This is an optimization exercise on Yosys and OpenROAD, whose aim is small area, a short achievable clock period and few clock cycles, not a production implementation. In this exercise RTL edits were held to simulation tests only and were not proved equivalent to the original. No activity file was given, so power comes from the tool's default toggle rates.

$ cat design/flow/flow/run.sh
#!/bin/bash
# The standard ORFS layout, with timing repair (floorplan, CTS and global
# route stages) aiming for a setup slack of SETUP_SLACK_MARGIN instead of 0.
# The SDC, synthesis and every other step are the standard flow's own (standard.sh).
set -euo pipefail
bash standard.sh SETUP_SLACK_MARGIN=15.5 SKIP_GATE_CLONING=1 finish > standard.log 2>&1
$ cat design/flow/standard.sh
#!/bin/bash
# synth_recipe.tcl (not shown) runs the flow's synth.tcl, then flattens the netlist and writes it again
# the make line also repeats each setting of config.mk as NAME=value (left out here)
make -C /OpenROAD-flow-scripts/flow DESIGN_CONFIG=/design/flow/config.mk WORK_HOME=/design/flow/orfs CLKGATE_MAP_FILE= SYNTH_SCRIPT=/design/flow/synth_recipe.tcl "${@:-finish}"
$ cat design/flow/config.mk
export PLATFORM = sky130hd
export DESIGN_NAME = CPU
export DESIGN_NICKNAME = CPU
export VERILOG_FILES = /design/flow/design.v
export SDC_FILE = /design/flow/constraint.sdc
export NUM_CORES = 4
export LEC_CHECK = 0
export CAP_MARGIN = 20
export CORE_MARGIN = 2
export CORE_UTILIZATION = 40
export SLEW_MARGIN = 20
$ cat design/flow/constraint.sdc
create_clock -name core_clock -period 21.0 [get_ports {clk}]
set_input_delay 4.2000 -clock core_clock [delete_from_list [all_inputs] [get_ports {clk}]]
set_output_delay 4.2000 -clock core_clock [all_outputs]
set_load 0.01 [all_outputs]
$ cat design/flow/design.v
module register_file(clk, rst, oh1, oh2, rd1, rd2, rd31, we, wa, wd);
input clk, rst;
input [31:0] oh1, oh2;    
input [4:0] wa;
input we;
input [31:0] wd;
output [31:0] rd1, rd2;
output [31:0] rd31;       
wire [31:0] wdr = wd & {32{~rst}};
wire [1023:0] flat;
genvar g;
generate
for (g = 0; g < 32; g = g + 1) begin : R
	reg [31:0] q;
	wire en = rst | (we & (wa == g));
	always @(posedge clk)
		if (en) q <= wdr;
	assign flat[g*32 +: 32] = q;
end
endgenerate
reg [31:0] o1, o2;
integer i;
always @(*) begin
	o1 = 32'd0;
	o2 = 32'd0;
	for (i = 0; i < 32; i = i + 1) begin
		o1 = o1 | (flat[i*32 +: 32] & {32{oh1[i]}});
		o2 = o2 | (flat[i*32 +: 32] & {32{oh2[i]}});
	end
end
assign rd31 = flat[31*32 +: 32];
assign rd1 = o1;
assign rd2 = o2;
endmodule
module CPU(clk, rst, imem_addr, imem_rdata, dmem_addr, dmem_wdata, dmem_we, dmem_rdata);
input clk, rst;
output [31:0] imem_addr;
input [31:0] imem_rdata;
output [9:0] dmem_addr;
output [31:0] dmem_wdata;
output dmem_we;
input [31:0] dmem_rdata;
reg [29:0] pc;           
reg        rq;           
reg        carry;
reg        xv;           
reg [31:0] ir;           
reg [29:0] xpc1;         
reg [31:0] xoh1, xoh2;   
reg        x_wr, x_bl, x_ld, x_st, x_addc, x_use1, x_use2;
reg        x_ya, x_yb, x_nb, x_xi, x_xp, x_cin;
reg        r_sum, r_shl, r_shr, r_and, r_xor, r_a, r_pc;
reg        x_sha, x_shv, x_br, x_bltz, x_bz, x_bnz;
reg        wwe;          
reg        wload;        
reg [4:0]  wdst;
reg [31:0] wres;         
reg [9:0]  maddr;
reg        mwe;
wire [5:0] fop = imem_rdata[31:26];
wire [7:0] ffn = imem_rdata[15:8];
wire fR     = (fop == 6'h00);
wire dADD   = fR & (ffn == 8'h01);
wire dCOMP  = fR & (ffn == 8'h02);
wire dSHLLV = fR & (ffn == 8'h04);
wire dSHRLV = fR & (ffn == 8'h08);
wire dSHRAV = fR & (ffn == 8'h10);
wire dBR    = fR & (ffn == 8'h20);
wire dAND   = fR & (ffn == 8'h40);
wire dXOR   = fR & (ffn == 8'h80);
wire dADDI  = (fop == 6'h01);
wire dCOMPI = (fop == 6'h02);
wire dSHLL  = (fop == 6'h03);
wire dSHRL  = (fop == 6'h04);
wire dSHRA  = (fop == 6'h05);
wire dBLTZ  = (fop == 6'h06);
wire dBZ    = (fop == 6'h07);
wire dBNZ   = (fop == 6'h08);
wire dLW    = (fop == 6'h20);
wire dSW    = (fop == 6'h21);
wire dB     = (fop == 6'h25);
wire dBL    = (fop == 6'h26);
wire dBCY   = (fop == 6'h27);
wire dBCNY  = (fop == 6'h28);
wire dSHV   = dSHLLV | dSHRLV | dSHRAV;
wire dCBR   = dBLTZ | dBZ | dBNZ;
wire [29:0] pc1 = pc + 30'd1;
wire [29:0] f_jt = {pc1[29:26], imem_rdata[25:0]};
wire        c_now;       
wire        f_j = dB | dBL | (dBCY & c_now) | (dBCNY & ~c_now);
wire [31:0] rf31;
wire [29:0] f_rt = (wwe & (wdst == 5'd31)) ? wres[31:2] : rf31[31:2];
wire [4:0] r1 = ir[25:21];
wire [4:0] r2 = ir[20:16];
wire [31:0] imm = {{16{ir[15]}}, ir[15:0]};
wire [31:0] rf1, rf2;
register_file RF(.clk(clk), .rst(rq), .oh1(xoh1), .oh2(xoh2), .rd1(rf1), .rd2(rf2), .rd31(rf31),
                 .we(wwe), .wa(wdst), .wd(wload ? dmem_rdata : wres));
wire f1 = wwe & (wdst == r1);
wire f2 = wwe & (wdst == r2);
wire [31:0] A = f1 ? wres : rf1;
wire [31:0] B = f2 ? wres : rf2;
wire stall = xv & wload & ((f1 & x_use1) | (f2 & x_use2));
wire go = xv & ~stall;
wire [31:0] xk = x_xi ? imm : x_xp ? {xpc1, 2'b00} : 32'd0;
wire [31:0] ax = x_ya ? A : xk;
wire [31:0] yk = x_xp ? {imm[29:0], 2'b00} : (imm ^ {32{x_cin}});
wire [31:0] ay = x_yb ? (B ^ {32{x_nb}}) : yk;
wire [33:0] sumx = {1'b0, ax, 1'b1} + {1'b0, ay, x_cin};    
wire [32:0] sum = sumx[33:1];
wire [4:0]  sa = x_shv ? B[4:0] : r2;
wire [31:0] arev;
wire [31:0] shr_o;
wire [31:0] shrev;
genvar k;
generate for (k = 0; k < 32; k = k + 1) begin : REV
	assign arev[k] = A[31-k];
	assign shrev[k] = shr_o[31-k];
end endgenerate
wire [31:0] shin = r_shl ? arev : A;
wire        fill = x_sha & A[31];
wire [31:0] s1 = sa[0] ? {{1{fill}}, shin[31:1]} : shin;
wire [31:0] s2 = sa[1] ? {{2{fill}}, s1[31:2]} : s1;
wire [31:0] s3 = sa[2] ? {{4{fill}}, s2[31:4]} : s2;
wire [31:0] s4 = sa[3] ? {{8{fill}}, s3[31:8]} : s3;
assign      shr_o = sa[4] ? {{16{fill}}, s4[31:16]} : s4;
wire [31:0] res = ({32{r_sum}} & sum[31:0]) |
                  ({32{r_shl}} & shrev) |
                  ({32{r_shr}} & shr_o) |
                  ({32{r_and}} & (A & B)) |
                  ({32{r_xor}} & (A ^ B)) |
                  ({32{r_a}}   & A) |
                  ({32{r_pc}}  & {xpc1, 2'b00});
wire azero = (A == 32'd0);
wire take = go & ((x_br & (A[31:2] != pc)) | (x_bltz & A[31]) | (x_bz & azero) | (x_bnz & ~azero));
wire [29:0] tgt = x_br ? A[31:2] : sum[31:2];
assign c_now = (xv & x_addc) ? sum[32] : carry;
always @(posedge clk) begin
	rq <= rst;
	if (rst) begin
		pc <= 30'd0;
		xv <= 1'b0;
		carry <= 1'b0;
		wwe <= 1'b0;
		mwe <= 1'b0;
	end else begin
		if (take) begin
			pc <= tgt;
			xv <= 1'b0;
		end else if (!stall) begin
			pc <= f_j ? f_jt : dBR ? f_rt : pc1;
			xv <= 1'b1;
		end
		if (go & x_addc)
			carry <= sum[32];
		wwe <= go & x_wr;
		mwe <= go & x_st;
	end
	if (!stall) begin
		ir <= imem_rdata;
		xpc1 <= pc1;
		xoh1 <= 32'd1 << imem_rdata[25:21];
		xoh2 <= 32'd1 << imem_rdata[20:16];
		x_wr   <= dADD | dCOMP | dSHV | dAND | dXOR | dADDI | dCOMPI | dSHLL | dSHRL | dSHRA |
		          dLW | dBL;
		x_bl   <= dBL;
		x_ld   <= dLW;
		x_st   <= dSW;
		x_addc <= dADD | dADDI | dLW | dSW;
		x_use1 <= dADD | dSHV | dAND | dXOR | dBR | dADDI | dSHLL | dSHRL | dSHRA | dCBR | dSW;
		x_use2 <= dADD | dCOMP | dSHV | dAND | dXOR | dLW | dSW;
		x_ya   <= dADD | dADDI;
		x_yb   <= dADD | dCOMP | dLW | dSW;
		x_nb   <= dCOMP;
		x_xi   <= dLW | dSW;
		x_xp   <= dCBR;
		x_cin  <= dCOMP | dCOMPI;
		r_sum  <= dADD | dADDI | dLW | dCOMP | dCOMPI;
		r_shl  <= dSHLLV | dSHLL;
		r_shr  <= dSHRLV | dSHRAV | dSHRL | dSHRA;
		r_and  <= dAND;
		r_xor  <= dXOR;
		r_a    <= dSW;
		r_pc   <= dBL;
		x_sha  <= dSHRAV | dSHRA;
		x_shv  <= dSHV;
		x_br   <= dBR;
		x_bltz <= dBLTZ;
		x_bz   <= dBZ;
		x_bnz  <= dBNZ;
	end
	wload <= x_ld;
	wdst <= x_bl ? 5'd31 : r1;
	wres <= res;
	maddr <= sum[9:0];
end
assign imem_addr = {pc, 2'b00};
assign dmem_addr = maddr;
assign dmem_wdata = wres;
assign dmem_we = mwe;
endmodule
==> impl_metrics.env, run 1 <==
export IMPL_dp_cells=6663
export IMPL_vias=54500
export IMPL_crit_path_end_kind="flop"
export IMPL_met3_length_mm=57.4
export IMPL_synth_fa_ha_area_frac=0.0140
export IMPL_grt_total_usage=0.418
export IMPL_cts_root_buf="clkbuf_16"
export IMPL_synthFlopType="edfxtp_1"
export IMPL_tightestPinTransition_ns=1.28
export IMPL_clock_skew_ns=0.0327
export IMPL_wirelength_mm=328
export IMPL_fp_dieW_um=390
export IMPL_netlist_area_um2=59600
export IMPL_synth_distinct_cells=81
export IMPL_final_area_um2=71700
export IMPL_synthXorXnorAreaFrac=0.0205
export IMPL_clk_pin_slew_ns=0.07
export IMPL_port_buffers=138
export IMPL_min_period_ns=5.62
export IMPL_async_flop_share=0
export IMPL_placed_area_um2=64100
export IMPL_cts_tree="done"
export IMPL_synth_edf_count=1168
export IMPL_final_cell_count_no_fill=7105
export IMPL_ant_nets=0
export IMPL_wl_per_cell_um=46.1
export IMPL_grt_pass1_vias=50800
export IMPL_hpwlAfterDp_mm=190
export IMPL_drt_pass1_iterations=8
export IMPL_initial_core_util=0.403
export IMPL_arrival_ns=6.28
export IMPL_syn2layout_area_growth_pct=20.3
export IMPL_dr_first_iter_drc_count=11500
export IMPL_slew_headroom=0.146
export IMPL_hold_viol_final=0
export IMPL_cpMaxStageDelayCell="or4_1"
export IMPL_cts_sink_count=1251
export IMPL_crit_path_start_kind="flop"
export IMPL_powerDensity_nw_per_um2=85.6
export IMPL_grt_antenna_before_repair=13
export IMPL_ys_seq_area_frac=0.616
export IMPL_crit_type="reg2reg"
export IMPL_top_layer_used="met5"
export IMPL_seqPwrFrac=0.478
export IMPL_ys_warn_count=2
export IMPL_drv_cap=0
export IMPL_grt_pass1_wl_mm=434
export IMPL_grt_overflow=0
export IMPL_die_h_um=390
export IMPL_finalSetupViolCount=0
export IMPL_worst_path_largest_cell_delay_ns=0.70
export IMPL_slew_violations=0
export IMPL_met2_length_mm=132
export IMPL_gp_congestion=1.02
export IMPL_whs_ns=0.361
export IMPL_place_ws_ns=13.78
export IMPL_clk_latency_ns=0.81
export IMPL_drive_above_1_share=0.194
export IMPL_numCtsBuffers=134
export IMPL_clock_path_buffers=3
export IMPL_multi_input_area_um2=22600
export IMPL_p_sw_mw=1.69
export IMPL_worstPathRequired_ns=21.66
export IMPL_p_leak_nw=25.6
export IMPL_wl_met1_mm=103
export IMPL_layout_common_cells="1168 x edfxtp_1, 923 x a22oi_1, 305 x buf_4"
export IMPL_yosys_mux_area_fraction=0.0407
export IMPL_h_tree_depth=4
export IMPL_hold_class="reg2reg"
export IMPL_yosys_area_share_simple=0.0875
export IMPL_synthCells=4735
export IMPL_switching_share=0.275
export IMPL_fin_crit_sh=0.268
export IMPL_layout_commonest_cell="edfxtp_1"
export IMPL_drc=0
export IMPL_pwr_share_clk=0.400
export IMPL_final_util=0.485
export IMPL_power_total_mw=6.13
export IMPL_rows=141
export IMPL_grt_max_degree=61
export IMPL_ff_latch_area_um2=37000
export IMPL_synth_compound_area_share=0.194
export IMPL_peakVddDrop_v=0.0000963
export IMPL_rsz0062_at_grt="yes"
export IMPL_clock_fmax_ghz=0.178
export IMPL_core_um2=148000
export IMPL_ios=141
export IMPL_cp_max_fo=22
export IMPL_fillers=12900
export IMPL_vias_per_cell=7.67
export IMPL_p_int_mw=4.45
export IMPL_fin_ws_ns=15.38
export IMPL_avgSynthCellArea_um2=12.6
export IMPL_outcome="finished clean"
export IMPL_setup_tns_final_ns=0
export IMPL_combPwrFrac=0.122
export IMPL_dieArea_um2=152000
export IMPL_ys_ff_latch=1251
export IMPL_nets=5186
export IMPL_crit_path_cell_trace="buf_6 > buf_6 > a22oi_1 > nand4_1 > or4_1 > mux2_2 > nor4_1 > nand4_1 > o21a_1 > a221o_1 > o21a_1 > buf_4 > nor2_2 > buf_4 > a2111oi_1"
export IMPL_synth_top_family_by_area="compound AO/OA/AOI/OAI gates"
==> state kept, by name, indices dropped and copies added, names as in the netlist, 5 cells and up <==
signal	flops
xoh1	32
pc	30
wres	32
ir	26
xoh2	32
wdst	5
xpc1	30
RF.R.q	1024
maddr	10
==> worst max-delay path, delay by kind of cell (launching register included) <==
kind	cells	cell delay [ns]
compound gates	5	1.30
simple gates	5	2.11
mux	1	0.47
buf+inv	4	1.10
flops	1	0.39
==> repair_timing <==
item | CTS | global route
pin swaps | 21 | 46
resized for setup | 694 | 161
hold buffers | 0 | 0
setup buffers | 148 | 35
endpoints found under the setup margin | 266 | 141
==> final timing paths <==
check | end | start | slack, ns | cells after the start
worst max-delay path | pc[24] | xoh1[10] | 15.38 | 15
worst min-delay path | wload | x_ld | 0.36 | 0
worst max register to register | pc[24] | xoh1[10] | 15.38 | 15
worst min register to register | wload | x_ld | 0.36 | 0
==> cell usage after synthesis (all sizes together), types with 6 or more instances <==
master / count / share of area
edfxtp: 1168 / 0.59
a22oi: 930 / 0.12
nor2: 267 / 0.017
nand2: 253 / 0.016
clkbuf: 247 / 0.016
nand4: 217 / 0.023
mux2i: 184 / 0.031
a21oi: 176 / 0.015
xnor2: 119 / 0.018
nand3: 111 / 0.0093
buf: 105 / 0.0079
dfxtp: 83 / 0.028
a221oi: 67 / 0.0098
ha: 65 / 0.014
inv: 62 / 0.0039
a22o: 60 / 0.0088
o21ai: 59 / 0.0050
nor4: 53 / 0.0056
a31oi: 46 / 0.0048
nor3: 42 / 0.0035
a211oi: 40 / 0.0051
mux2: 34 / 0.0067
a222oi: 33 / 0.0055
a21o: 24 / 0.0030
o22ai: 22 / 0.0023
or4: 20 / 0.0025
xor2: 20 / 0.0029
nor2b: 19 / 0.0020
a221o: 17 / 0.0029
o211ai: 17 / 0.0021
nand2b: 14 / 0.0015
and3: 13 / 0.0014
o31ai: 12 / 0.0015
o21bai: 11 / 0.0014
nand3b: 10 / 0.0013
o221ai: 10 / 0.0015
or3: 10 / 0.0010
or2: 9 / 0.00094
a21boi: 8 / 0.0010
mux4: 8 / 0.0030
o21a: 8 / 0.0010
a211o: 7 / 0.0010
and2: 7 / 0.00073
and4: 6 / 0.00088
o2111ai: 6 / 0.00088
==> power by group through the flow <==
stage	Combinational, mW	Sequential (mW)	Clock, mW
2_1_floorplan	0.301	2.95	0
3_3_place_gp	0.630	2.99	0
3_5_place_dp	0.628	2.99	0
4_1_cts	0.675	2.92	2.44
5_1_grt	0.745	2.94	2.53
6_report	0.750	2.93	2.45
==> routing by layer <==
| layer | track usage | up-vias |
|---|---|---|
| li1 | - | 20000 |
| met1 | 0.481 | 26100 |
| met2 | 0.586 | 6261 |
| met3 | 0.207 | 2065 |
| met4 | 0.332 | 12 |
| met5 | 0.00734 | - |
==> cells by family after synthesis <==
kind of cell	Yosys count
adder cells (fa/ha/maj)	66
other	1
multiplexers	226
XOR/XNOR	139
buffers and inverters	416
flip-flops	1251
AO/OA/AOI/OAI	1576
AND/OR/NAND/NOR	1060
==> layout make-up <==
type	count	share of cell area
sequential	1251	0.516
multi-input combinational	3069	0.315
timing repair buffer	534	0.0701
clock buffer	159	0.0499
tap	1930	0.0337
clock inverter	86	0.0119
inverter	64	0.00347
antenna	12	0.000419
Testbench counts, summed over its fixed seeds: cycles 42,676.
==> run 2, diff against run 1 <==
--- a/design/flow/design.v
+++ b/design/flow/design.v
@@ -84,6 +84,7 @@
 wire dBCNY  = (fop == 6'h28);
 wire dSHV   = dSHLLV | dSHRLV | dSHRAV;
 wire dCBR   = dBLTZ | dBZ | dBNZ;
+wire f_off  = (imem_rdata[15:0] != 16'd0);
 wire [29:0] pc1 = pc + 30'd1;
 wire [29:0] f_jt = {pc1[29:26], imem_rdata[25:0]};
 wire        c_now;       
@@ -185,9 +186,9 @@
 		x_sha  <= dSHRAV | dSHRA;
 		x_shv  <= dSHV;
 		x_br   <= dBR;
-		x_bltz <= dBLTZ;
-		x_bz   <= dBZ;
-		x_bnz  <= dBNZ;
+		x_bltz <= dBLTZ & f_off;
+		x_bz   <= dBZ & f_off;
+		x_bnz  <= dBNZ & f_off;
 	end
 	wload <= x_ld;
 	wdst <= x_bl ? 5'd31 : r1;
--- a/design/flow/config.mk
+++ b/design/flow/config.mk
@@ -8,4 +8,7 @@
 export CAP_MARGIN = 20
 export CORE_MARGIN = 2
 export CORE_UTILIZATION = 40
+export CTS_CLUSTER_DIAMETER = 100
+export CTS_CLUSTER_SIZE = 20
+export PLACE_DENSITY = 0.7
 export SLEW_MARGIN = 20
==> run 2 against run 1 <==
Compared with the run above: sequential share of layout area grew 1.1 points; cell count shrank 0.68%; critical path depth grew 5; die area grew 0.85%; combinational power grew 3.1%; non-clock buffer count is the same; highest routed layer unchanged.
==> impl_metrics.env, run 2 <==
export IMPL_ys_ff_latch=1251
export IMPL_layout_commonest_cell="edfxtp_1"
export IMPL_slew_headroom=0.219
export IMPL_cp_max_fo=17
export IMPL_crit_type="reg2reg"
export IMPL_finalSetupViolCount=0
export IMPL_drv_cap=0
export IMPL_grt_overflow=0
export IMPL_hold_class="reg2reg"
export IMPL_port_buffers=138
export IMPL_final_cell_count_no_fill=7057
export IMPL_initial_core_util=0.402
export IMPL_rows=142
export IMPL_ff_latch_area_um2=37000
export IMPL_worstPathRequired_ns=21.52
export IMPL_drt_pass1_iterations=29
export IMPL_ys_seq_area_frac=0.611
export IMPL_clk_latency_ns=0.75
export IMPL_ys_warn_count=2
export IMPL_hold_viol_final=0
export IMPL_tightestPinTransition_ns=1.17
export IMPL_synthTopCellsByArea="edfxtp_1 58%, a22oi_1 11%, dfxtp_1 2.8%"
export IMPL_setup_tns_final_ns=0
export IMPL_regMostFlops="RF.R.q"
export IMPL_worst_path_largest_cell_delay_ns=0.73
export IMPL_cts_tree="done"
export IMPL_ios=141
export IMPL_dieArea_um2=153000
export IMPL_cts_root_buf="clkbuf_16"
export IMPL_grt_antenna_before_repair=17
export IMPL_clk_pin_slew_ns=0.09
export IMPL_hpwlAfterDp_mm=189
export IMPL_fin_crit_sh=0.271
export IMPL_dr_first_iter_drc_count=14400
export IMPL_h_tree_depth=3
export IMPL_cts_sink_count=1251
export IMPL_clock_path_buffers=3
export IMPL_clock_skew_ns=0.0390
export IMPL_wirelength_mm=322
export IMPL_synth_edf_count=1168
export IMPL_outcome="finished clean"
export IMPL_holdBufCountCts=0
export IMPL_synthCells=4738
export IMPL_nets=5126
export IMPL_crit_path_end_kind="flop"
export IMPL_min_period_ns=5.69
export IMPL_syn2layout_area_growth_pct=16.9
export IMPL_vias=55600
export IMPL_peakVddDrop_v=0.0000681
export IMPL_grt_pass1_vias=50600
export IMPL_numCtsBuffers=75
export IMPL_whs_ns=0.357
export IMPL_largest_reg_flops=1024
export IMPL_clock_fmax_ghz=0.176
export IMPL_cpMostUsedCell="a21oi_1"
export IMPL_fillers=13200
export IMPL_powerDensity_nw_per_um2=75.2
export IMPL_netlist_area_um2=60100
export IMPL_vias_per_cell=7.88
export IMPL_layout_common_cells="1168 x edfxtp_1, 856 x a22oi_1, 292 x buf_4"
export IMPL_crit_path_cell_trace="buf_4 > buf_6 > a221oi_2 > nand3_1 > nor4_4 > a21oi_4 > xnor2_1 > a21oi_1 > ha_1 > and4_1 > a21oi_1 > o21ai_0 > a21oi_2 > buf_4 > buf_4 > o21bai_1 > a21oi_1 > xnor2_1 > a21oi_1 > o221ai_1"
export IMPL_wl_per_cell_um=45.6
export IMPL_dp_cells=6756
export IMPL_yosys_area_top_type="edfxtp_1"
export IMPL_p_leak_nw=24.6
export IMPL_gp_congestion=1.10
export IMPL_rsz0062_at_grt="yes"
export IMPL_async_flop_share=0
export IMPL_grt_max_degree=66
export IMPL_die_h_um=392
export IMPL_synthTopCellsByCount="1168 x edfxtp_1, 865 x a22oi_1, 249 x nor2_1"
export IMPL_synth_top_area_frac=0.583
export IMPL_worst_path_buf_inv=4
export IMPL_fp_dieW_um=392
export IMPL_slew_violations=0
export IMPL_grt_total_usage=0.403
export IMPL_crit_path_start_kind="flop"
export IMPL_multi_input_area_um2=23300
export IMPL_drive_above_1_share=0.189
export IMPL_cpMaxStageDelayCell="a21oi_1"
export IMPL_synth_distinct_cells=87
export IMPL_core_um2=150000
export IMPL_power_total_mw=5.28
export IMPL_synth_most_common_cell="edfxtp_1"
export IMPL_avgSynthCellArea_um2=12.7
export IMPL_arrival_ns=6.22
export IMPL_grt_pass1_wl_mm=423
export IMPL_ant_nets=0
export IMPL_drc=0
export IMPL_critPathTopFamily="compound AO/OA/AOI/OAI gates"
export IMPL_synthFlopType="edfxtp_1"
run 2: metal layers:
layer	vias to the layer above	GRT usage	routed length (um)
met3	2496	0.242	60700
met4	44	0.326	38700
met2	6852	0.539	122000
li1	19900	-	-
met5	-	0.0338	1010
met1	26300	0.453	99400
run 2: metrics by stage:
stage / cell area [um^2] / utilization / setup WS (ns)
3_5_place_dp: 64600 / 0.432 / 13.57
5_1_grt: 70200 / 0.469 / 15.36
4_1_cts: 68600 / 0.458 / 15.46
6_report: 70300 / 0.470 / 15.31
2_1_floorplan: 60300 / - / 15.03
3_3_place_gp: 64600 / 0.432 / 13.51
run 2: final timing paths:
| kind | from | to | slack [ns] | depth (start not counted) |
|---|---|---|---|---|
| worst min-delay path | x_ld | wload | 0.36 | 0 |
| worst min register to register | x_ld | wload | 0.36 | 0 |
| worst max-delay path | xoh2[24] | wres[10] | 15.31 | 20 |
| worst max register to register | xoh2[24] | wres[10] | 15.31 | 20 |
run 2: repair_timing:
item | in CTS | in global routing
gates resized for setup | 662 | 251
hold endpoints to repair | 0 | 0
endpoints found under the setup margin | 353 | 159
setup buffers | 105 | 71
cloned | 0 | 0
pin swaps | 34 | 70
run 2: cell families (layout without fill, tap and decap cells):
| logic type | Yosys count | count (layout) | synth area share |
|---|---|---|---|
| xor gates and xnor gates | 146 | 146 | 0.0214 |
| other | 1 | 20 | 0.0000624 |
| buffers and inverters | 418 | 702 | 0.0285 |
| adders and majority gates | 66 | 66 | 0.0139 |
| muxes | 199 | 199 | 0.0369 |
| AOI/OAI and AO/OA | 1628 | 1628 | 0.201 |
| DFF | 1251 | 1251 | 0.611 |
| and+or+nand+nor | 1029 | 1029 | 0.0873 |
run 2: report_power, final:
group          internal, mW  switching [mW]  total (mW)
sequential             2.84          0.0958        2.93
combinational         0.222           0.552       0.773
clock                 0.695           0.884        1.58
total                  3.75            1.53        5.28
run 2: cell type report:
class,instances,share of cell area
sequential,1251,0.526
timing repair buffer,534,0.0712
tap,2016,0.0359
inverter,62,0.00344
multi-input combinational,3070,0.331
clock buffer,92,0.0282
antenna,18,0.000641
clock inverter,14,0.00326
run 2: worst reg2reg max path: stages (launching register included):
cell,delay (ns)
edfxtp_1,0.46
buf_4,0.27
buf_6,0.30
a221oi_2,0.26
nand3_1,0.14
nor4_4,0.66
a21oi_4,0.24
xnor2_1,0.21
a21oi_1,0.09
ha_1,0.37
and4_1,0.24
a21oi_1,0.16
o21ai_0,0.13
a21oi_2,0.21
buf_4,0.15
buf_4,0.11
o21bai_1,0.07
a21oi_1,0.17
xnor2_1,0.15
a21oi_1,0.73
o221ai_1,0.36
Testbench counts of run 2, summed over its fixed seeds: cycles 42,429.
==> run 3, diff against run 2 <==
--- a/design/flow/design.v
+++ b/design/flow/design.v
@@ -45,7 +45,6 @@
 reg        carry;
 reg        xv;           
 reg [31:0] ir;           
-reg [29:0] xpc1;         
 reg [31:0] xoh1, xoh2;   
 reg        x_wr, x_bl, x_ld, x_st, x_addc, x_use1, x_use2;
 reg        x_ya, x_yb, x_nb, x_xi, x_xp, x_cin;
@@ -84,7 +83,6 @@
 wire dBCNY  = (fop == 6'h28);
 wire dSHV   = dSHLLV | dSHRLV | dSHRAV;
 wire dCBR   = dBLTZ | dBZ | dBNZ;
-wire f_off  = (imem_rdata[15:0] != 16'd0);
 wire [29:0] pc1 = pc + 30'd1;
 wire [29:0] f_jt = {pc1[29:26], imem_rdata[25:0]};
 wire        c_now;       
@@ -103,7 +101,7 @@
 wire [31:0] B = f2 ? wres : rf2;
 wire stall = xv & wload & ((f1 & x_use1) | (f2 & x_use2));
 wire go = xv & ~stall;
-wire [31:0] xk = x_xi ? imm : x_xp ? {xpc1, 2'b00} : 32'd0;
+wire [31:0] xk = x_xi ? imm : x_xp ? {pc, 2'b00} : 32'd0;
 wire [31:0] ax = x_ya ? A : xk;
 wire [31:0] yk = x_xp ? {imm[29:0], 2'b00} : (imm ^ {32{x_cin}});
 wire [31:0] ay = x_yb ? (B ^ {32{x_nb}}) : yk;
@@ -131,7 +129,7 @@
                   ({32{r_and}} & (A & B)) |
                   ({32{r_xor}} & (A ^ B)) |
                   ({32{r_a}}   & A) |
-                  ({32{r_pc}}  & {xpc1, 2'b00});
+                  ({32{r_pc}}  & {ir[29:0], 2'b00});    
 wire azero = (A == 32'd0);
 wire take = go & ((x_br & (A[31:2] != pc)) | (x_bltz & A[31]) | (x_bz & azero) | (x_bnz & ~azero));
 wire [29:0] tgt = x_br ? A[31:2] : sum[31:2];
@@ -158,8 +156,7 @@
 		mwe <= go & x_st;
 	end
 	if (!stall) begin
-		ir <= imem_rdata;
-		xpc1 <= pc1;
+		ir <= dBL ? {2'b00, pc1} : imem_rdata;
 		xoh1 <= 32'd1 << imem_rdata[25:21];
 		xoh2 <= 32'd1 << imem_rdata[20:16];
 		x_wr   <= dADD | dCOMP | dSHV | dAND | dXOR | dADDI | dCOMPI | dSHLL | dSHRL | dSHRA |
@@ -186,9 +183,9 @@
 		x_sha  <= dSHRAV | dSHRA;
 		x_shv  <= dSHV;
 		x_br   <= dBR;
-		x_bltz <= dBLTZ & f_off;
-		x_bz   <= dBZ & f_off;
-		x_bnz  <= dBNZ & f_off;
+		x_bltz <= dBLTZ;
+		x_bz   <= dBZ;
+		x_bnz  <= dBNZ;
 	end
 	wload <= x_ld;
 	wdst <= x_bl ? 5'd31 : r1;
--- a/design/flow/config.mk
+++ b/design/flow/config.mk
@@ -7,8 +7,7 @@
 export LEC_CHECK = 0
 export CAP_MARGIN = 20
 export CORE_MARGIN = 2
-export CORE_UTILIZATION = 40
+export CORE_UTILIZATION = 50
 export CTS_CLUSTER_DIAMETER = 100
 export CTS_CLUSTER_SIZE = 20
-export PLACE_DENSITY = 0.7
 export SLEW_MARGIN = 20
==> run 3 against run 2 <==
Compared with the run above: fmax is 4.8% lower; core utilization is 12 points higher; via count is 1.1% lower; area after synthesis is 0.65% lower; worst setup slack worse by 0.29 ns; cell count is 7.2% lower; design area is 0.95% lower; critical path depth is 5 higher; clock power is 6% lower; synthesized cell count is 0.57% lower; clock skew is 0.025 ns higher; combinational power is 4.5% higher; largest cell class unchanged; highest routed layer unchanged.
==> impl_metrics.env, run 3 <==
export IMPL_avgSynthCellArea_um2=12.7
export IMPL_clock_path_buffers=3
export IMPL_hold_class="reg2reg"
export IMPL_cp_max_fo=18
export IMPL_drt_pass1_iterations=14
export IMPL_port_buffers=138
export IMPL_dr_first_iter_drc_count=13200
export IMPL_nets=5098
export IMPL_vias=55000
export IMPL_grt_pass1_wl_mm=434
export IMPL_power_total_mw=5.17
export IMPL_outcome="finished clean"
export IMPL_ys_ff_latch=1225
export IMPL_fillers=9555
export IMPL_synthTopCellsByArea="edfxtp_1 57%, a22oi_1 11%, mux2i_1 3.4%"
export IMPL_r2r_end="pc[6]"
export IMPL_synthCells=4711
export IMPL_synth_distinct_cells=95
export IMPL_netlist_area_um2=59700
export IMPL_crit_path_end_kind="flop"
export IMPL_crit_path_start_kind="flop"
export IMPL_drive_above_1_share=0.200
export IMPL_peakVddDrop_v=0.0000670
export IMPL_arrival_ns=6.58
export IMPL_p_sw_mw=1.51
export IMPL_ant_nets=0
export IMPL_yosys_area_top_type="edfxtp_1"
export IMPL_setup_tns_final_ns=0
export IMPL_ff_latch_area_um2=36200
export IMPL_seqPwrFrac=0.556
export IMPL_p_int_mw=3.67
export IMPL_final_cell_count_no_fill=6552
export IMPL_switching_share=0.291
export IMPL_worstPathRequired_ns=21.59
export IMPL_worst_path_stages=25
export IMPL_cts_sink_count=1225
export IMPL_clock_skew_ns=0.0640
export IMPL_drc=0
export IMPL_grt_antenna_before_repair=27
export IMPL_cpMaxStageDelayCell="nor4_4"
export IMPL_slew_violations=0
export IMPL_regMostFlops="RF.R.q"
export IMPL_layout_commonest_cell="edfxtp_1"
export IMPL_clk_pin_slew_ns=0.09
export IMPL_synthTopCellsByCount="1142 x edfxtp_1, 900 x a22oi_1, 258 x nor2_1"
export IMPL_grt_max_degree=85
export IMPL_grt_overflow=0
export IMPL_fp_dieW_um=350
export IMPL_hp_start="x_ld"
export IMPL_worst_path_largest_cell_delay_ns=1.01
export IMPL_ios=141
export IMPL_crit_type="reg2reg"
export IMPL_hpwlAfterDp_mm=188
export IMPL_syn2layout_area_growth_pct=16.5
export IMPL_clock_fmax_ghz=0.167
export IMPL_clk_latency_ns=0.75
export IMPL_slew_headroom=0.120
export IMPL_holdBufCountCts=0
export IMPL_hold_viol_final=0
export IMPL_rsz0062_at_grt="yes"
export IMPL_async_flop_share=0
export IMPL_largest_reg_flops=1024
export IMPL_synth_most_common_cell="edfxtp_1"
export IMPL_fin_crit_sh=0.285
export IMPL_gp_congestion=1.06
export IMPL_whs_ns=0.375
export IMPL_numCtsBuffers=72
export IMPL_min_period_ns=5.98
export IMPL_holdPathStages=0
export IMPL_grt_total_usage=0.528
export IMPL_r2r_cells=25
export IMPL_rows=126
export IMPL_cpMostUsedCell="buf_12"
export IMPL_tightestPinTransition_ns=1.31
export IMPL_layout_common_cells="1142 x edfxtp_1, 897 x a22oi_1, 271 x buf_4"
export IMPL_grt_pass1_vias=50100
export IMPL_synth_top_area_frac=0.574
export IMPL_initial_core_util=0.505
export IMPL_synthFlopType="edfxtp_1"
export IMPL_worst_path_buf_inv=6
export IMPL_cts_root_buf="clkbuf_16"
export IMPL_cts_tree="done"
export IMPL_vias_per_cell=8.39
export IMPL_pwr_share_clk=0.288
export IMPL_die_h_um=350
export IMPL_rr_startpoint="xoh2[12]"
export IMPL_core_um2=118000
export IMPL_multi_input_area_um2=23800
export IMPL_finalSetupViolCount=0
export IMPL_drv_cap=0
export IMPL_min_to="wload"
export IMPL_wl_per_cell_um=50.4
export IMPL_powerDensity_nw_per_um2=74.3
export IMPL_dp_cells=6233
export IMPL_critPathTopFamily="simple AND/OR/NAND/NOR gates"
export IMPL_p_leak_nw=24.5
export IMPL_regToRegSetupSlack_ns=15.02
export IMPL_synth_edf_count=1142
export IMPL_dieArea_um2=122000
export IMPL_h_tree_depth=3
export IMPL_ys_seq_area_frac=0.602
export IMPL_ys_warn_count=2
export IMPL_combPwrFrac=0.156
export IMPL_wirelength_mm=330
run 3: cell count changes in the layout (fill, tap and decap cells not counted), moves of 23 or more:
cell / change
a22oi_1: +41
buf_12: +23
edfxtp_1: -26
mux2i_1: +59
nand2_1: -51
o21ai_0: -25
run 3: kinds of logic (layout without fill, tap and decap cells):
group / Yosys count / in the layout / share of synthesized area
buffers and inverters: 417 / 693 / 0.0284
other: 1 / 30 / 0.0000628
flip-flops: 1225 / 1225 / 0.602
XOR/XNOR: 141 / 141 / 0.0211
AO/OA/AOI/OAI: 1569 / 1569 / 0.195
AND/OR/NAND/NOR: 1011 / 1011 / 0.0881
adder cells (fa/ha/maj): 66 / 66 / 0.0139
multiplexers: 281 / 281 / 0.0518
run 3: routing by layer:
| metal | vias to the layer above | share of wire | routed length, um | track usage |
|---|---|---|---|---|
| li1 | 19800 | - | - | - |
| met1 | 26600 | 0.34 | 111000 | 0.678 |
| met2 | 6702 | 0.37 | 122000 | 0.676 |
| met3 | 1853 | 0.20 | 65000 | 0.287 |
| met4 | 24 | 0.095 | 31400 | 0.351 |
| met5 | - | 0.00099 | 327 | 0.0145 |
run 3: worst max path at each step:
stage	from	to	slack (ns)
6_report	xoh2[12]	pc[6]	15.02
5_1_grt	xoh2[14]	pc[6]	15.05
4_1_cts	xoh2[14]	wres[29]	15.45
3_5_place_dp	imem_rdata[26]	pc[5]	13.75
3_3_place_gp	imem_rdata[26]	pc[9]	13.72
2_1_floorplan	imem_rdata[28]	pc[1]	15.02
run 3: area by class of cell:
class / instances / area share
Antenna cell: 28 / 0.00101
Clock buffer: 87 / 0.0276
Clock inverter: 9 / 0.00115
Inverter: 56 / 0.00306
Multi-Input combinational cell: 3070 / 0.342
Sequential cell: 1225 / 0.520
Tap cell: 1536 / 0.0276
Timing Repair Buffer: 541 / 0.0773
run 3: power groups by stage:
stage / sequential (mW) / clock [mW] / combinational [mW]
6_report: 2.88 / 1.49 / 0.808
5_1_grt: 2.88 / 1.54 / 0.796
4_1_cts: 2.87 / 1.47 / 0.727
3_5_place_dp: 2.93 / 0 / 0.657
3_3_place_gp: 2.94 / 0 / 0.658
2_1_floorplan: 2.89 / 0 / 0.324
run 3: through the flow:
step | util | worst slack, ns | instance area, um^2
after floorplan | - | 15.02 | 59900
after global placement | 0.538 | 13.72 | 63600
after detailed placement | 0.538 | 13.75 | 63600
after CTS | 0.582 | 15.45 | 68800
after global routing | 0.588 | 15.05 | 69500
final | 0.589 | 15.02 | 69600
run 3: worst reg2reg max path: stages (launching register included):
cell	delay [ns]
edfxtp_1	0.46
buf_12	0.23
buf_12	0.22
a221oi_4	0.34
nand3_2	0.14
nor4_4	1.01
a21oi_4	0.25
xor2_1	0.20
nand2_1	0.12
o31ai_2	0.08
ha_2	0.31
a21oi_2	0.14
o21bai_2	0.10
or3_4	0.35
a211oi_4	0.25
buf_12	0.16
nor2_4	0.04
a41o_1	0.22
nor2b_4	0.14
a31oi_4	0.16
buf_12	0.13
buf_12	0.14
buf_12	0.14
mux2_2	0.34
nand3_2	0.08
o311ai_2	0.11
run 3: what timing repair did:
action / CTS / global route
endpoints found under the setup margin: 423 / 110
gates cloned: 0 / 0
setup buffers: 163 / 29
pin swaps: 57 / 39
resized for setup: 822 / 101
Testbench counts of run 3, summed over its fixed seeds: cycles 42,676.
==> run 4, diff against run 3 <==
--- a/design/flow/design.v
+++ b/design/flow/design.v
@@ -6,7 +6,7 @@
 input [31:0] wd;
 output [31:0] rd1, rd2;
 output [31:0] rd31;       
-wire [31:0] wdr = wd & {32{~rst}};
+wire [31:0] wdr = wd;      
 wire [1023:0] flat;
 genvar g;
 generate
@@ -45,11 +45,12 @@
 reg        carry;
 reg        xv;           
 reg [31:0] ir;           
+reg [29:0] xpc1;         
 reg [31:0] xoh1, xoh2;   
 reg        x_wr, x_bl, x_ld, x_st, x_addc, x_use1, x_use2;
 reg        x_ya, x_yb, x_nb, x_xi, x_xp, x_cin;
 reg        r_sum, r_shl, r_shr, r_and, r_xor, r_a, r_pc;
-reg        x_sha, x_shv, x_br, x_bltz, x_bz, x_bnz;
+reg        x_sha, x_shv, x_br, x_bltz, x_bz, x_bnz, x_r31;
 reg        wwe;          
 reg        wload;        
 reg [4:0]  wdst;
@@ -83,6 +84,7 @@
 wire dBCNY  = (fop == 6'h28);
 wire dSHV   = dSHLLV | dSHRLV | dSHRAV;
 wire dCBR   = dBLTZ | dBZ | dBNZ;
+wire f_off  = (imem_rdata[15:0] != 16'd0);
 wire [29:0] pc1 = pc + 30'd1;
 wire [29:0] f_jt = {pc1[29:26], imem_rdata[25:0]};
 wire        c_now;       
@@ -93,15 +95,17 @@
 wire [4:0] r2 = ir[20:16];
 wire [31:0] imm = {{16{ir[15]}}, ir[15:0]};
 wire [31:0] rf1, rf2;
+wire        wl = wload & ~rq;
+wire [31:0] wd = wl ? dmem_rdata : (wres & {32{~rq}});
 register_file RF(.clk(clk), .rst(rq), .oh1(xoh1), .oh2(xoh2), .rd1(rf1), .rd2(rf2), .rd31(rf31),
-                 .we(wwe), .wa(wdst), .wd(wload ? dmem_rdata : wres));
+                 .we(wwe), .wa(wdst), .wd(wd));
 wire f1 = wwe & (wdst == r1);
 wire f2 = wwe & (wdst == r2);
 wire [31:0] A = f1 ? wres : rf1;
 wire [31:0] B = f2 ? wres : rf2;
 wire stall = xv & wload & ((f1 & x_use1) | (f2 & x_use2));
 wire go = xv & ~stall;
-wire [31:0] xk = x_xi ? imm : x_xp ? {pc, 2'b00} : 32'd0;
+wire [31:0] xk = x_xi ? imm : x_xp ? {xpc1, 2'b00} : 32'd0;
 wire [31:0] ax = x_ya ? A : xk;
 wire [31:0] yk = x_xp ? {imm[29:0], 2'b00} : (imm ^ {32{x_cin}});
 wire [31:0] ay = x_yb ? (B ^ {32{x_nb}}) : yk;
@@ -129,9 +133,10 @@
                   ({32{r_and}} & (A & B)) |
                   ({32{r_xor}} & (A ^ B)) |
                   ({32{r_a}}   & A) |
-                  ({32{r_pc}}  & {ir[29:0], 2'b00});    
+                  ({32{r_pc}}  & {xpc1, 2'b00});
 wire azero = (A == 32'd0);
-wire take = go & ((x_br & (A[31:2] != pc)) | (x_bltz & A[31]) | (x_bz & azero) | (x_bnz & ~azero));
+wire br_miss = ~x_r31 | (wwe & (wdst == 5'd31));
+wire take = go & ((x_br & br_miss) | (x_bltz & A[31]) | (x_bz & azero) | (x_bnz & ~azero));
 wire [29:0] tgt = x_br ? A[31:2] : sum[31:2];
 assign c_now = (xv & x_addc) ? sum[32] : carry;
 always @(posedge clk) begin
@@ -156,7 +161,8 @@
 		mwe <= go & x_st;
 	end
 	if (!stall) begin
-		ir <= dBL ? {2'b00, pc1} : imem_rdata;
+		ir <= imem_rdata;
+		xpc1 <= pc1;
 		xoh1 <= 32'd1 << imem_rdata[25:21];
 		xoh2 <= 32'd1 << imem_rdata[20:16];
 		x_wr   <= dADD | dCOMP | dSHV | dAND | dXOR | dADDI | dCOMPI | dSHLL | dSHRL | dSHRA |
@@ -183,10 +189,14 @@
 		x_sha  <= dSHRAV | dSHRA;
 		x_shv  <= dSHV;
 		x_br   <= dBR;
-		x_bltz <= dBLTZ;
-		x_bz   <= dBZ;
-		x_bnz  <= dBNZ;
+		x_bltz <= dBLTZ & f_off;
+		x_bz   <= dBZ & f_off;
+		x_bnz  <= dBNZ & f_off;
 	end
+	if (!stall)
+		x_r31 <= (imem_rdata[25:21] == 5'd31) & ~rq & ~(wwe & wload & (wdst == 5'd31));
+	else
+		x_r31 <= x_r31 & ~(wwe & (wdst == 5'd31));
 	wload <= x_ld;
 	wdst <= x_bl ? 5'd31 : r1;
 	wres <= res;
--- a/design/flow/config.mk
+++ b/design/flow/config.mk
@@ -7,7 +7,7 @@
 export LEC_CHECK = 0
 export CAP_MARGIN = 20
 export CORE_MARGIN = 2
-export CORE_UTILIZATION = 50
+export CORE_UTILIZATION = 40
 export CTS_CLUSTER_DIAMETER = 100
 export CTS_CLUSTER_SIZE = 20
 export SLEW_MARGIN = 20
==> run 4 against run 3 <==
Compared with the run above: still clean; sequential cell count rose by 27; via count fell by 1.2%; critical path depth fell by 3; core utilization fell by 12 points; sequential power rose by 2%; die area rose by 25%; cell count rose by 7.1%; routed wire length fell by 2.4%; non-clock buffer count fell by 8.
==> impl_metrics.env, run 4 <==
export IMPL_outcome="finished clean"
export IMPL_grt_max_degree=79
export IMPL_hold_class="reg2reg"
export IMPL_h_tree_depth=3
export IMPL_grt_total_usage=0.410
export IMPL_cts_root_buf="clkbuf_16"
export IMPL_clock_fmax_ghz=0.171
export IMPL_regMostFlops="RF.R.q"
export IMPL_clk_latency_ns=0.74
export IMPL_cts_tree="done"
export IMPL_drv_cap=0
export IMPL_hold_viol_final=0
export IMPL_synthTopCellsByCount="1168 x edfxtp_1, 924 x a22oi_1, 253 x nor2_1"
export IMPL_min_period_ns=5.86
export IMPL_clk_pin_slew_ns=0.09
export IMPL_dieArea_um2=153000
export IMPL_synth_top_area_frac=0.584
export IMPL_worstPathRequired_ns=21.57
export IMPL_gr_usage_met1=0.492
export IMPL_clock_path_buffers=3
export IMPL_p_leak_nw=24.4
export IMPL_dr_first_iter_drc_count=12200
export IMPL_grt_util_met3=0.185
export IMPL_grt_pass1_vias=50200
export IMPL_synthCells=4707
export IMPL_rsz0062_at_grt="yes"
export IMPL_synthFlopType="edfxtp_1"
export IMPL_largest_reg_flops=1024
export IMPL_fin_crit_sh=0.279
export IMPL_vias=54300
export IMPL_crit_path_cell_trace="buf_4 > a221oi_1 > nand3_1 > nor4_4 > a21oi_2 > xnor2_1 > a21oi_1 > ha_1 > nand4_1 > nor2_2 > or4b_4 > a21oi_4 > o2111ai_2 > buf_6 > a311o_1 > and4b_1 > a211oi_4 > buf_12 > buf_16 > buf_12 > mux2i_2 > o221ai_1"
export IMPL_powerDensity_nw_per_um2=74.4
export IMPL_drive_above_1_share=0.186
export IMPL_worst_path_largest_cell_delay_ns=0.73
export IMPL_grt_pass1_wl_mm=428
export IMPL_whs_ns=0.340
export IMPL_nets=5095
export IMPL_ys_warn_count=2
export IMPL_synth_edf_count=1168
export IMPL_grt_antenna_before_repair=17
export IMPL_numCtsBuffers=75
export IMPL_arrival_ns=6.43
export IMPL_crit_path_end_kind="flop"
export IMPL_fp_dieW_um=391
export IMPL_worst_path_buf_inv=5
export IMPL_crit_type="reg2reg"
export IMPL_port_buffers=138
export IMPL_wirelength_mm=322
export IMPL_drc=0
export IMPL_layout_common_cells="1168 x edfxtp_1, 918 x a22oi_1, 285 x buf_4"
export IMPL_slew_violations=0
export IMPL_grt_met2_usage=0.571
export IMPL_syn2layout_area_growth_pct=16.4
export IMPL_grt_overflow=0
export IMPL_gp_congestion=1.04
export IMPL_layout_commonest_cell="edfxtp_1"
export IMPL_tightestPinTransition_ns=1.27
export IMPL_clock_skew_ns=0.0371
export IMPL_ios=141
export IMPL_async_flop_share=0
export IMPL_wl_per_cell_um=45.9
export IMPL_ys_seq_area_frac=0.612
export IMPL_critPathTopFamily="simple AND/OR/NAND/NOR gates"
export IMPL_initial_core_util=0.402
export IMPL_die_h_um=391
export IMPL_avgSynthCellArea_um2=12.7
export IMPL_core_um2=149000
export IMPL_cp_max_fo=23
export IMPL_peakVddDrop_v=0.0000534
export IMPL_slew_headroom=0.153
export IMPL_cts_sink_count=1252
export IMPL_ant_nets=0
export IMPL_cpMaxStageDelayCell="nor4_4"
export IMPL_setup_tns_final_ns=0
export IMPL_grt_busiest_layer="met2"
export IMPL_vias_per_cell=7.74
export IMPL_synthTopCellsByArea="edfxtp_1 58%, a22oi_1 12%, dfxtp_1 2.8%"
export IMPL_drt_pass1_iterations=14
export IMPL_crit_path_start_kind="flop"
export IMPL_ys_ff_latch=1252
export IMPL_finalSetupViolCount=0
export IMPL_hpwlAfterDp_mm=188
export IMPL_synth_distinct_cells=98
export IMPL_synth_most_common_cell="edfxtp_1"
export IMPL_netlist_area_um2=60000
export IMPL_rows=142
export IMPL_fillers=13300
export IMPL_cpMostUsedCell="buf_12"
export IMPL_yosys_area_top_type="edfxtp_1"
==> run 4: timing repair <==
action | 4_1_cts | 5_1_grt
setup endpoints to repair | 355 | 46
gates resized for setup | 749 | 49
pin swaps | 52 | 12
hold buffers | 0 | 0
setup buffers | 154 | 11
==> run 4: kinds of logic (layout without fill, tap and decap cells) <==
family	after synthesis	count (layout)	share of synthesized area
buf+inv	412	689	0.0288
xor+xnor	117	117	0.0175
mux	170	170	0.0345
simple gates	1030	1030	0.0863
flops	1252	1252	0.612
fa+ha+maj	66	66	0.0139
compound gates	1659	1659	0.207
other cells	1	20	0.0000625
==> run 4: report_power, final <==
group	total (mW)	switching, mW	leakage [nW]	internal [mW]
Combinational	0.719	0.511	10.3	0.208
Clock	1.55	0.873	1.03	0.682
Sequential	2.93	0.0894	13.0	2.84
Total	5.20	1.47	24.4	3.73
==> run 4: final timing paths <==
| kind | cells after the start | startpoint | slack, ns | to |
|---|---|---|---|---|
| max reg2reg | 22 | xoh2[13] | 15.14 | pc[4] |
| min | 0 | x_ld | 0.34 | wload |
| min reg2reg | 0 | x_ld | 0.34 | wload |
| max | 22 | xoh2[13] | 15.14 | pc[4] |
==> run 4: layout make-up <==
type	count	area, um^2	share of cell area
multi-input cells	3044	22700	0.325
flip-flops and latches	1252	37000	0.529
clock inverters	12	150	0.00215
clock buffers	87	1990	0.0284
well taps	2016	2520	0.0361
inverters	57	219	0.00313
diodes	18	45.0	0.000645
repair buffers	533	5240	0.0750
==> run 4: routing by layer <==
| metal | vias to the layer above | share of wire |
|---|---|---|
| met4 | 21 | 0.10 |
| met3 | 1961 | 0.17 |
| li1 | 19800 | - |
| met5 | - | 0.00095 |
| met1 | 26300 | 0.32 |
| met2 | 6184 | 0.40 |
==> run 4: worst reg2reg max path, stage by stage (launching register included) <==
cell	delay (ns)
edfxtp_1	0.42
buf_4	0.34
a221oi_1	0.44
nand3_1	0.18
nor4_4	0.73
a21oi_2	0.22
xnor2_1	0.19
a21oi_1	0.09
ha_1	0.35
nand4_1	0.13
nor2_2	0.14
or4b_4	0.52
a21oi_4	0.19
o2111ai_2	0.13
buf_6	0.17
a311o_1	0.29
and4b_1	0.21
a211oi_4	0.20
buf_12	0.16
buf_16	0.13
buf_12	0.16
mux2i_2	0.23
o221ai_1	0.12
==> run 4: stage by stage <==
stage / worst slack [ns] / instances / util / area (um^2) / total power, mW
after CTS: 15.41 / 6989 / 0.465 / 69500 / 5.12
after detailed placement: 13.52 / 6736 / 0.432 / 64600 / 3.60
after global placement: 13.53 / 6734 / 0.432 / 64500 / 3.60
after floorplan: 14.84 / 4708 / - / 60100 / 3.24
after global routing: 15.13 / 7003 / 0.467 / 69800 / 5.27
final: 15.14 / 7019 / 0.468 / 69900 / 5.20
Testbench counts of run 4, summed over its fixed seeds: cycles 42,429.
==> run 5, diff against run 4 <==
--- a/design/flow/design.v
+++ b/design/flow/design.v
@@ -105,9 +105,9 @@
 wire [31:0] B = f2 ? wres : rf2;
 wire stall = xv & wload & ((f1 & x_use1) | (f2 & x_use2));
 wire go = xv & ~stall;
-wire [31:0] xk = x_xi ? imm : x_xp ? {xpc1, 2'b00} : 32'd0;
+wire [31:0] xk = x_xi ? imm : 32'd0;
 wire [31:0] ax = x_ya ? A : xk;
-wire [31:0] yk = x_xp ? {imm[29:0], 2'b00} : (imm ^ {32{x_cin}});
+wire [31:0] yk = imm ^ {32{x_cin}};
 wire [31:0] ay = x_yb ? (B ^ {32{x_nb}}) : yk;
 wire [33:0] sumx = {1'b0, ax, 1'b1} + {1'b0, ay, x_cin};    
 wire [32:0] sum = sumx[33:1];
@@ -137,7 +137,8 @@
 wire azero = (A == 32'd0);
 wire br_miss = ~x_r31 | (wwe & (wdst == 5'd31));
 wire take = go & ((x_br & br_miss) | (x_bltz & A[31]) | (x_bz & azero) | (x_bnz & ~azero));
-wire [29:0] tgt = x_br ? A[31:2] : sum[31:2];
+wire [29:0] cbt = xpc1 + imm[29:0];           
+wire [29:0] tgt = x_br ? A[31:2] : cbt;
 assign c_now = (xv & x_addc) ? sum[32] : carry;
 always @(posedge clk) begin
 	rq <= rst;
==> run 5 against run 4 <==
Compared with the run above: still clean on timing, DRC and antenna; die area rose by 1.7%; fmax rose by 5.4%; routed wire length rose by 4.0%; area after synthesis rose by 1.7%; critical path depth fell by 20; count of clock-buffer cells in the layout fell by 3; sequential power barely moved; register-to-register slack improved by 0.32 ns; clock power barely moved; via count rose by 2.7%; sequential cell count fell by 1; critical endpoint is now dmem_wdata[16].
==> impl_metrics.env, run 5 <==
export IMPL_rows=143
export IMPL_arrival_ns=1.36
export IMPL_synthTopCellsByCount="1167 x edfxtp_1, 936 x a22oi_1, 279 x nand2_1"
export IMPL_clock_fmax_ghz=0.180
export IMPL_dr_first_iter_drc_count=12000
export IMPL_avgSynthCellArea_um2=12.3
export IMPL_wirelength_mm=335
export IMPL_ys_ff_latch=1251
export IMPL_slew_violations=0
export IMPL_netlist_area_um2=61000
export IMPL_numCtsBuffers=76
export IMPL_ys_seq_area_frac=0.602
export IMPL_ant_nets=0
export IMPL_dieArea_um2=156000
export IMPL_gp_congestion=1.02
export IMPL_drc=0
export IMPL_async_flop_share=0
export IMPL_grt_antenna_before_repair=22
export IMPL_regToRegSetupSlack_ns=15.46
export IMPL_clk_latency_ns=0.79
export IMPL_crit_path_start_kind="flop"
export IMPL_crit_path_end_kind="primary output"
export IMPL_grt_busiest_layer="met2"
export IMPL_r2r_end="pc[8]"
export IMPL_nets=5338
export IMPL_cts_tree="done"
export IMPL_grt_max_degree=76
export IMPL_fin_ws_ns=15.44
export IMPL_endpoint="dmem_wdata[16]"
export IMPL_yosys_area_share_simple=0.0958
export IMPL_die_h_um=395
export IMPL_finalSetupViolCount=0
export IMPL_r2r_cells=21
export IMPL_synth_distinct_cells=90
export IMPL_min_period_ns=5.56
export IMPL_ios=141
export IMPL_hpwlAfterDp_mm=200
export IMPL_outcome="finished clean"
export IMPL_holdBufCountCts=0
export IMPL_grt_pass1_wl_mm=444
export IMPL_h_tree_depth=3
export IMPL_regMostFlops="RF.R.q"
export IMPL_wl_per_cell_um=46.3
export IMPL_vias_per_cell=7.71
export IMPL_largest_reg_flops=1024
export IMPL_tightestPinTransition_ns=1.21
export IMPL_cts_root_buf="clkbuf_16"
export IMPL_synth_fa_ha_area_frac=0.0199
export IMPL_rsz0062_at_grt="yes"
export IMPL_clk_pin_slew_ns=0.09
export IMPL_yosys_mux_area_fraction=0.0196
export IMPL_yosys_area_top_type="edfxtp_1"
export IMPL_core_um2=152000
export IMPL_p_leak_nw=24.4
export IMPL_layout_commonest_cell="edfxtp_1"
export IMPL_grt_util_met3=0.195
export IMPL_clock_skew_ns=0.0696
export IMPL_initial_core_util=0.402
export IMPL_placed_area_um2=65800
export IMPL_hold_viol_final=0
export IMPL_synthFlopType="edfxtp_1"
export IMPL_synth_top_area_frac=0.574
export IMPL_synth_compound_area_share=0.214
export IMPL_synthCells=4947
export IMPL_grt_total_usage=0.416
export IMPL_crit_type="reg2out"
export IMPL_fin_crit_sh=0.265
export IMPL_grt_pass1_vias=51300
export IMPL_cts_sink_count=1251
export IMPL_vias=55800
export IMPL_final_area_um2=70200
export IMPL_port_buffers=138
export IMPL_cp_max_fo=2
export IMPL_rr_startpoint="xoh1[27]"
export IMPL_peakVddDrop_v=0.0000719
export IMPL_worstPathRequired_ns=16.80
export IMPL_hold_class="reg2reg"
export IMPL_fp_dieW_um=395
export IMPL_ys_warn_count=2
export IMPL_synthXorXnorAreaFrac=0.0202
export IMPL_critPathLaunch="wres[16]"
export IMPL_gr_usage_met1=0.487
export IMPL_setup_tns_final_ns=0
export IMPL_drive_above_1_share=0.172
export IMPL_grt_met2_usage=0.580
export IMPL_syn2layout_area_growth_pct=15.1
export IMPL_layout_common_cells="1167 x edfxtp_1, 932 x a22oi_1, 307 x buf_4"
export IMPL_place_ws_ns=13.82
export IMPL_synth_most_common_cell="edfxtp_1"
export IMPL_powerDensity_nw_per_um2=75.1
export IMPL_synth_edf_count=1167
export IMPL_drt_pass1_iterations=13
export IMPL_slew_headroom=0.167
export IMPL_clock_path_buffers=3
export IMPL_synth_top_family_by_area="compound AO/OA/AOI/OAI gates"
export IMPL_grt_overflow=0
export IMPL_synthTopCellsByArea="edfxtp_1 57%, a22oi_1 12%, dfxtp_1 2.8%"
export IMPL_drv_cap=0
## run 5: logic make-up after synthesis
group | Yosys count
adders and majority gates | 96
and+or+nand+nor | 1154
other | 1
DFF | 1251
muxes | 106
AOI/OAI and AO/OA | 1781
buffers and inverters | 421
xor gates and xnor gates | 137
## run 5: worst max-delay path, stage by stage, from the launching register on
cell	delay [ns]
dfxtp_2	0.34
buf_8	0.15
buf_6	0.12
## run 5: metal layers
metal  wire [um]  up-vias
met2      132000     6110
li1            -    20700
met4       38000       24
met5         197        -
met1      107000    27000
met3       57900     1957
## run 5: timing repair
item                       in CTS  in global routing
setup endpoints to repair     394                 70
pin swaps                      15                 41
setup buffers                  96                 30
resized for setup             549                165
## run 5: how the worst min path moves through the flow
stage	from	to	cells past startpoint
detailed placement	x_ld	wload	0
global route	x_ld	wload	0
finish	x_ld	wload	0
floorplan	x_ld	wload	0
CTS	x_ld	wload	0
global placement	x_ld	wload	0
## run 5: report_power, final
part	internal [mW]	switching [mW]
sequential	2.84	0.0958
clock	0.679	0.901
combinational	0.208	0.552
## run 5: cell type report
cell class | instances | area [um^2]
antenna | 9 | 22.5
clock buffer | 84 | 1940
clock inverter | 17 | 254
fill | 13700 | 81500
inverter | 61 | 229
multi-input combinational | 3276 | 23900
sequential | 1251 | 36900
tap | 2030 | 2540
timing repair buffer | 510 | 4350
## run 5: through the flow
stage	util	total power [mW]	cells	hold slack (ns)
3_3_place_gp	0.433	3.65	6996	0.330
5_1_grt	0.463	5.34	7229	0.355
6_report	0.463	5.27	7238	0.353
4_1_cts	0.457	5.17	7196	0.355
3_5_place_dp	0.434	3.65	6999	0.334
2_1_floorplan	-	3.25	4948	0.323
Testbench counts of run 5, summed over its fixed seeds: cycles 42,429.
==> run 6, diff against run 5 <==
==> design/flow/flow/run.sh (replaced) <==
#!/bin/bash
# The standard ORFS layout, with timing repair (floorplan, CTS and global
# route stages) aiming for a setup slack of SETUP_SLACK_MARGIN instead of 0.
# The SDC, synthesis and every other step are the standard flow's own (standard.sh).
set -euo pipefail
bash standard.sh SETUP_SLACK_MARGIN=15.6 SKIP_GATE_CLONING=1 finish > standard.log 2>&1
==> run 6 against run 5 <==
Compared with the run above: clock power about the same; sequential share of layout area down 0.52 points; combinational power up 2%; critical path type unchanged; largest power group unchanged; highest routed layer unchanged.
==> impl_metrics.env, run 6 <==
export IMPL_switching_share=0.294
export IMPL_worst_path_buf_inv=1
export IMPL_yosys_area_top_type="edfxtp_1"
export IMPL_p_int_mw=3.73
export IMPL_clock_skew_ns=0.0444
export IMPL_arrival_ns=1.36
export IMPL_core_um2=152000
export IMPL_holdBufCountCts=0
export IMPL_initial_core_util=0.402
export IMPL_peakVddDrop_v=0.0000651
export IMPL_combPwrFrac=0.147
export IMPL_grt_overflow=0
export IMPL_seqPwrFrac=0.557
export IMPL_fp_dieW_um=395
export IMPL_cpMaxStageDelayCell="dfxtp_4"
export IMPL_vias_per_cell=7.76
export IMPL_ys_warn_count=2
export IMPL_cp_max_fo=4
export IMPL_clock_fmax_ghz=0.180
export IMPL_gp_congestion=1.03
export IMPL_p_leak_nw=24.5
export IMPL_tightestPinTransition_ns=1.19
export IMPL_hp_start="x_ld"
export IMPL_dieArea_um2=156000
export IMPL_powerDensity_nw_per_um2=74.3
export IMPL_drc=0
export IMPL_hold_viol_final=0
export IMPL_synthFlopType="edfxtp_1"
export IMPL_grt_pass1_vias=51600
export IMPL_layout_commonest_cell="edfxtp_1"
export IMPL_dp_cells=6987
export IMPL_top_layer_used="met5"
export IMPL_port_buffers=138
export IMPL_worstPathRequired_ns=16.80
export IMPL_fin_crit_sh=0.265
export IMPL_cts_tree="done"
export IMPL_rows=143
export IMPL_nets=5336
export IMPL_drv_cap=0
export IMPL_min_period_ns=5.56
export IMPL_netlist_area_um2=61000
export IMPL_place_ws_ns=13.56
export IMPL_outcome="finished clean"
export IMPL_ys_ff_latch=1251
export IMPL_grt_max_degree=83
export IMPL_vias=56200
export IMPL_clk_latency_ns=0.75
export IMPL_crit_path_start_kind="flop"
export IMPL_p_sw_mw=1.55
export IMPL_grt_antenna_before_repair=32
export IMPL_cts_root_buf="clkbuf_16"
export IMPL_async_flop_share=0
export IMPL_synth_most_common_cell="edfxtp_1"
export IMPL_grt_total_usage=0.418
export IMPL_synthTopCellsByArea="edfxtp_1 57%, a22oi_1 12%, dfxtp_1 2.8%"
export IMPL_die_h_um=395
export IMPL_synthCells=4947
export IMPL_layout_common_cells="1167 x edfxtp_1, 935 x a22oi_1, 288 x buf_4"
export IMPL_grt_pass1_wl_mm=447
export IMPL_slew_violations=0
export IMPL_synth_edf_count=1167
export IMPL_drt_pass1_iterations=11
export IMPL_fillers=13700
export IMPL_ant_nets=0
export IMPL_crit_path_end_kind="primary output"
export IMPL_avgSynthCellArea_um2=12.3
export IMPL_met3_length_mm=59.1
export IMPL_synth_distinct_cells=90
export IMPL_numCtsBuffers=75
export IMPL_finalSetupViolCount=0
export IMPL_ff_latch_area_um2=37000
export IMPL_regMostFlops="RF.R.q"
export IMPL_largest_reg_flops=1024
export IMPL_wl_met1_mm=107
export IMPL_cts_sink_count=1251
export IMPL_worst_path_largest_cell_delay_ns=0.49
export IMPL_final_util=0.468
export IMPL_multi_input_area_um2=24200
export IMPL_critPathTopFamily="flip-flops"
export IMPL_syn2layout_area_growth_pct=16.3
export IMPL_hold_class="reg2reg"
export IMPL_setup_tns_final_ns=0
export IMPL_crit_type="reg2out"
export IMPL_wirelength_mm=339
export IMPL_dr_first_iter_drc_count=12800
export IMPL_rsz0062_at_grt="yes"
export IMPL_fin_ws_ns=15.44
export IMPL_ys_seq_area_frac=0.602
export IMPL_clock_path_buffers=3
export IMPL_power_total_mw=5.28
export IMPL_synth_top_area_frac=0.574
export IMPL_hpwlAfterDp_mm=204
export IMPL_wl_per_cell_um=46.8
export IMPL_clk_pin_slew_ns=0.08
export IMPL_slew_headroom=0.186
export IMPL_met2_length_mm=135
export IMPL_drive_above_1_share=0.179
export IMPL_crit_path_cell_trace="buf_6"
export IMPL_critPathLaunch="wres[14]"
export IMPL_h_tree_depth=3
export IMPL_pwr_share_clk=0.296
export IMPL_ios=141
export IMPL_rr_startpoint="xoh2[16]"
export IMPL_synthTopCellsByCount="1167 x edfxtp_1, 936 x a22oi_1, 279 x nand2_1"
export IMPL_final_cell_count_no_fill=7246
==> run 6: cell count changes in the layout (fill, tap and decap cells not counted), moves of 11 or more <==
cell     delta
a21oi_1    -14
buf_2      -41
buf_4      -19
buf_6      +62
diode_2    +11
==> run 6: cells by family (layout without fill, tap and decap cells) <==
| group | Yosys count | in the layout | synth area share |
|---|---|---|---|
| xor gates and xnor gates | 137 | 137 | 0.0202 |
| adders and majority gates | 96 | 96 | 0.0199 |
| and+or+nand+nor | 1154 | 1154 | 0.0958 |
| muxes | 106 | 106 | 0.0196 |
| AOI/OAI and AO/OA | 1781 | 1781 | 0.214 |
| buffers and inverters | 421 | 669 | 0.0284 |
| DFF | 1251 | 1251 | 0.602 |
| other | 1 | 22 | 0.0000615 |
==> run 6: what timing repair did <==
| item | in CTS | in global routing |
|---|---|---|
| resized for setup | 654 | 237 |
| pin swaps | 24 | 76 |
| setup buffers | 93 | 44 |
| setup endpoints to repair | 719 | 250 |
==> run 6: layout make-up <==
cell class | count | share of cell area
sequential | 1251 | 0.521
multi-input combinational | 3276 | 0.341
timing repair buffer | 509 | 0.0682
tap | 2030 | 0.0358
clock buffer | 83 | 0.0275
inverter | 61 | 0.00323
clock inverter | 16 | 0.00287
antenna | 20 | 0.000705
==> run 6: metal layers <==
layer	vias to the layer above	GRT usage
met1	26900	0.486
met3	2193	0.202
met2	6366	0.589
met5	-	0.0216
li1	20700	-
met4	34	0.319
==> run 6: power by group through the flow <==
stage / logic, mW / clock network (mW) / registers [mW]
floorplan: 0.308 / 0 / 2.95
detailed placement: 0.651 / 0 / 3.00
finish: 0.776 / 1.56 / 2.94
global placement: 0.652 / 0 / 3.00
CTS: 0.688 / 1.55 / 2.93
global route: 0.767 / 1.63 / 2.94
==> run 6: per-stage QoR <==
step / hold WS (ns) / area, um^2
4_1_cts: 0.361 / 69500
5_1_grt: 0.371 / 70900
3_5_place_dp: 0.342 / 65700
6_report: 0.355 / 71000
2_1_floorplan: 0.323 / 61100
3_3_place_gp: 0.335 / 65700
==> run 6: worst paths after layout <==
check	endpoint	slack (ns)	depth (start not counted)
hold / removal	wload	0.36	0
hold reg to reg	wload	0.36	0
setup reg to reg	pc[25]	15.48	21
setup / recovery	dmem_wdata[14]	15.44	1

-- re-timing with driven ports --
No port has a modelled driver above. Below, the same layouts with a new extraction and two added sets of constraints.
Step 1, drivers: a clkbuf_16 drives clk and a buf_2 each remaining input, both assumed.
Step 2 times the ports against the registers' clock, not the clock port: input delays grow and output delays shrink by t, the midpoint of the rising clock arrivals with the driver on.
Three values: ideal ports, drivers, drivers and shift; two values: the first two.
| run | t (ns) | setup WS [ns] | latest minus earliest clock arrival (ns) | slew at the worst register clock pin (ns) | pins driven straight from the clock port |
|---|---|---|---|---|---|
| run 1 | 0.888 | 15.377 / 15.331 / 14.576 | 0.032 / 0.032 | 0.07 / 0.07 | 1 |
| run 2 | 0.811 | 15.305 / 15.305 / 14.609 | 0.040 / 0.040 | 0.10 / 0.10 | 1 |
| run 3 | 0.802 | 15.016 / 15.016 / 14.618 | 0.064 / 0.064 | 0.10 / 0.10 | 1 |
| run 4 | 0.814 | 15.142 / 15.142 / 14.565 | 0.038 / 0.037 | 0.10 / 0.10 | 1 |
| run 5 | 0.836 | 15.443 / 15.361 / 14.758 | 0.070 / 0.069 | 0.10 / 0.10 | 1 |
| run 6 | 0.812 | 15.441 / 15.360 / 14.731 | 0.044 / 0.044 | 0.10 / 0.10 | 1 |
After both steps every run listed still meets setup and hold. The setup slack of run 1, which loses most, moves by -0.046 ns with the drivers and by -0.801 ns with both steps.
